From an optimization exercise on the open Yosys and OpenROAD flow, aimed at small area; shortcuts taken in it are not production practice. Function was checked by simulation only, so behaviour that the tests miss may differ from the original. The clock port is modelled as an ideal driver, which makes a skipped or thinned clock tree look cheaper than it is; a real chip needs a root buffer or a tree.

Setup of the previous run:
// LED_top
module LED_top (
    input clk,
    input rst,
    input btn1in,
    input btn2in,
    input btn3in,
    output A,
    output B,
    output C,
    output D,
    output R0,
    output G0,
    output B0,
    output R1,
    output G1,
    output B1,
    output OE,
    output LAT,
    output clk_shft
);
==> flow/config.mk <==
export PLATFORM = sky130hd
export DESIGN_NAME = LED_top
export DESIGN_NICKNAME = LED_top
export VERILOG_FILES = /design/flow/design.v
export SDC_FILE = /design/flow/constraint.sdc
export NUM_CORES = 4
export LEC_CHECK = 0
export CAP_MARGIN = 20
export CORE_MARGIN = 2
export CORE_UTILIZATION = 40
export SLEW_MARGIN = 20
==> flow/constraint.sdc <==
create_clock -name core_clock -period 12.0 [get_ports {clk}]
set_input_delay 2.4000 -clock core_clock [delete_from_list [all_inputs] [get_ports {clk}]]
set_output_delay 2.4000 -clock core_clock [all_outputs]
set_load 0.01 [all_outputs]
standard.sh (not shown) runs the stock make flow with config.mk's settings and CLKGATE_MAP_FILE= SYNTH_SCRIPT=/design/flow/synth_recipe.tcl, a recipe that flattens the netlist after the stock synthesis.
==> flow/flow/run.sh <==
#!/bin/bash
# Own layout flow: the standard flow (standard.sh) with three changes:
#  - synthesis maps with an area-oriented ABC script (flow/abc_area.script,
#    selected by ABC_AREA=1); everything else in synthesis is unchanged, so
#    the registers are those of the standard synthesis;
#  - port buffers are sky130_fd_sc_hd__buf_1 (the ports carry light loads);
#  - the clock tree is three clkbuf_8, each driving a third of the flip-flops
#    (flow/manual_cts.tcl, in place of clock_tree_synthesis).
set -euo pipefail
here=$(pwd)
rm -rf "$here/scripts_own"
cp -r "$FLOW_HOME/scripts" "$here/scripts_own"
cp "$here/flow/abc_area.script" "$here/scripts_own/abc_area.script"
# clock tree: flow/manual_cts.tcl in place of clock_tree_synthesis
sed -i 's|^log_cmd clock_tree_synthesis {\*}\$cts_args$|source $::env(MANUAL_CTS_TCL)|' "$here/scripts_own/cts.tcl"
grep -q MANUAL_CTS_TCL "$here/scripts_own/cts.tcl"
bash "$here/standard.sh" \
    "SCRIPTS_DIR=$here/scripts_own" \
    ABC_AREA=1 \
    "BUFFER_PORTS_ARGS=-buffer_cell sky130_fd_sc_hd__buf_1" \
    "MANUAL_CTS_TCL=$here/flow/manual_cts.tcl" \
    finish > "$here/flow_make.log" 2>&1
==> flow/flow/abc_area.script <==
strash
dch
amap
topo
==> flow/flow/manual_cts.tcl <==
# Clock tree: the clock port drives cts_nbuf buffers (cts_cell), each driving the
# flip-flops of one vertical strip of the core (split by x at equal counts),
# placed at the centre of its flip-flops. detailed_placement in cts.tcl then
# legalizes them.
set cts_cell sky130_fd_sc_hd__clkbuf_8
set cts_nbuf 3
set block [ord::get_db_block]
set dbu [$block getDbUnitsPerMicron]
set loads {}
foreach p [get_pins -of_objects [get_nets clk] -filter "direction==input"] {
  set loc [[[sta::sta_to_db_pin $p] getInst] getLocation]
  lappend loads [list [lindex $loc 0] [lindex $loc 1] $p]
}
set loads [lsort -real -index 0 $loads]
set m [llength $loads]
for {set i 0} {$i < $cts_nbuf} {incr i} {
  set grp [lrange $loads [expr {$i * $m / $cts_nbuf}] [expr {($i + 1) * $m / $cts_nbuf - 1}]]
  set sx 0
  set sy 0
  set pins {}
  foreach g $grp {
    set sx [expr {$sx + [lindex $g 0]}]
    set sy [expr {$sy + [lindex $g 1]}]
    lappend pins [lindex $g 2]
  }
  set cx [expr {$sx / [llength $grp] / double($dbu)}]
  set cy [expr {$sy / [llength $grp] / double($dbu)}]
  insert_buffer -buffer_cell $cts_cell -net clk -load_pins $pins -location [list $cx $cy]
}
puts "manual clock tree: $cts_nbuf x $cts_cell for $m clock pins"
The previous run | status: complete | timing, DRC, antenna: pass
Relative to the previous run, the following input files were edited for the current run:
--- a/flow/design.v
+++ b/flow/design.v
@@ -17,53 +17,48 @@
     output OE,
     output LAT,
     output clk_shft
 );
 reg [2:0] p;
 always @(posedge clk or posedge rst)
     if (rst) p <= 3'd0;
     else     p <= p + 3'd1;
 assign clk_shft = p[2];
 wire tick = (p == 3'd3);
-reg       x;
-reg [4:0] y;
-wire y24 = y[4] & y[3];                    
-always @(posedge clk or posedge rst)
-    if (rst) begin
-        x <= 1'b0;
-        y <= 5'd0;
-    end else begin
-        x <= x ^ tick;
-        y <= (tick && y24) ? 5'd0 : y + {4'd0, tick};
-    end
-wire h    = (y[0] == x) && (y != 5'd0);
-wire h_prev = ((y[0] == x) && (y[4:1] != 4'd0)) || (x && (y == 5'd0));
 reg [2:0] tile;
 reg [3:0] cm;
 reg [3:0] rm;
 wire t6     = tile[2] & tile[1];           
 wire t5     = tile[2] & tile[0];
 wire cmwrap = cm[3] & cm[0];               
 wire xmit   = t6 && (cm[2:0] == 3'd7);
 always @(posedge clk or posedge rst)
     if (rst) begin
         tile <= 3'd6;
         cm   <= 4'd8;
         rm   <= 4'd15;
     end else begin
         cm   <= (tick && cmwrap) ? {2'd0, t5, 1'b0} : cm + {3'd0, tick};
         tile <= (tick && cmwrap && t6) ? 3'd0 : tile + {2'd0, tick && cmwrap};
         rm   <= rm + {3'd0, tick && xmit};
     end
 assign {D, C, B, A} = rm;
 assign OE  = !(t6 && cm[3]);
 assign LAT = xmit;
+reg [4:0] y;
+wire x   = cm[0];
+wire y24 = y[4] & y[3];                    
+always @(posedge clk or posedge rst)
+    if (rst) y <= 5'd0;
+    else     y <= (tick && y24) ? 5'd0 : y + {4'd0, tick};
+wire h    = (y[0] == x) && (y != 5'd0);
+wire h_prev = ((y[0] == x) && (y[4:1] != 4'd0)) || (x && (y == 5'd0));
 wire idle0 = cm[3] & rm[2] & tile[2] & tile[1] & (y == 5'd0);
 wire gend  = !cm[2] & cm[1] & !cm[0] & rm[3] & !rm[2] & rm[1] & rm[0] & !tile[1]
              & !y[3] & !y[2] & !y[1];
 reg gx, R;
 always @(posedge clk or posedge rst)
     if (rst) begin
         gx <= 1'b0;
         R  <= 1'b0;
     end else if (tick) begin
         if (gend) gx <= 1'b1;
@@ -222,19 +217,20 @@
 assign pix_up = rom_045 & ~rom_039;
 reg U, L;
 always @(posedge clk or posedge rst)
     if (rst) begin
         U <= 1'b0;
         L <= 1'b0;
     end else if (tick) begin
         U <= pix_up;
         L <= pix_dn;
     end
-wire top_band = (rm >= 4'd10) && (rm != 4'd15);
-wire low_band = (rm <= 4'd4) || (rm == 4'd15);
+wire top_band = rm[3] & (rm[2] | rm[1]);                     
+wire low_band = rm[3] ? (rm[2] & (rm[1] | rm[0]))            
+                      : !(rm[2] & (rm[1] | rm[0]));          
 assign R0 = U & top_band;
 assign G0 = U & top_band;
 assign B0 = U & !top_band;
 assign R1 = L;
 assign G1 = L & low_band;
 assign B1 = L & !low_band;
 endmodule
--- outcome ---
On share of the clock period used by the worst path after layout, the lower figure sits with the current run, not the previous run. Via count | the current run below the previous run. Mean number of vias per cell is higher on the previous run. The previous run -> the current run: total wirelength of the detailed-routed design increased slightly. Re arrival time at the worst endpoint: the previous run and the current run aren't equal, and the lower value belongs to the current run.
In every run of this note, the design's own scripts or RTL, not TritonCTS, make the clock network.

## separate check: timing with driven ports
No port has a modelled driver above. Below, the same layouts with a new extraction and two added sets of constraints. Step 1 (the two cells are an assumption about what drives the block):
set clk [get_ports {clk}]
set_driving_cell -lib_cell sky130_fd_sc_hd__clkbuf_16 $clk
set_driving_cell -lib_cell sky130_fd_sc_hd__buf_2 [delete_from_list [all_inputs] $clk]
Step 2 adds t to the input delays and takes it off the output delays; t is the mean of the earliest and latest rising clock arrival at the registers after step 1. Input paths then give back, and output paths get back, about the clock's delay inside the block. a / b / c = ideal ports / drivers / drivers and shift; a / b = the first two.
run | t, ns | setup WS [ns] | latest minus earliest clock arrival (ns)
the previous run | 0.187 | 7.754 / 7.709 / 7.896 | 0.012 / 0.012
the current run | 0.180 | 7.897 / 7.856 / 8.036 | 0.015 / 0.016
After both steps every run listed still meets setup and hold.
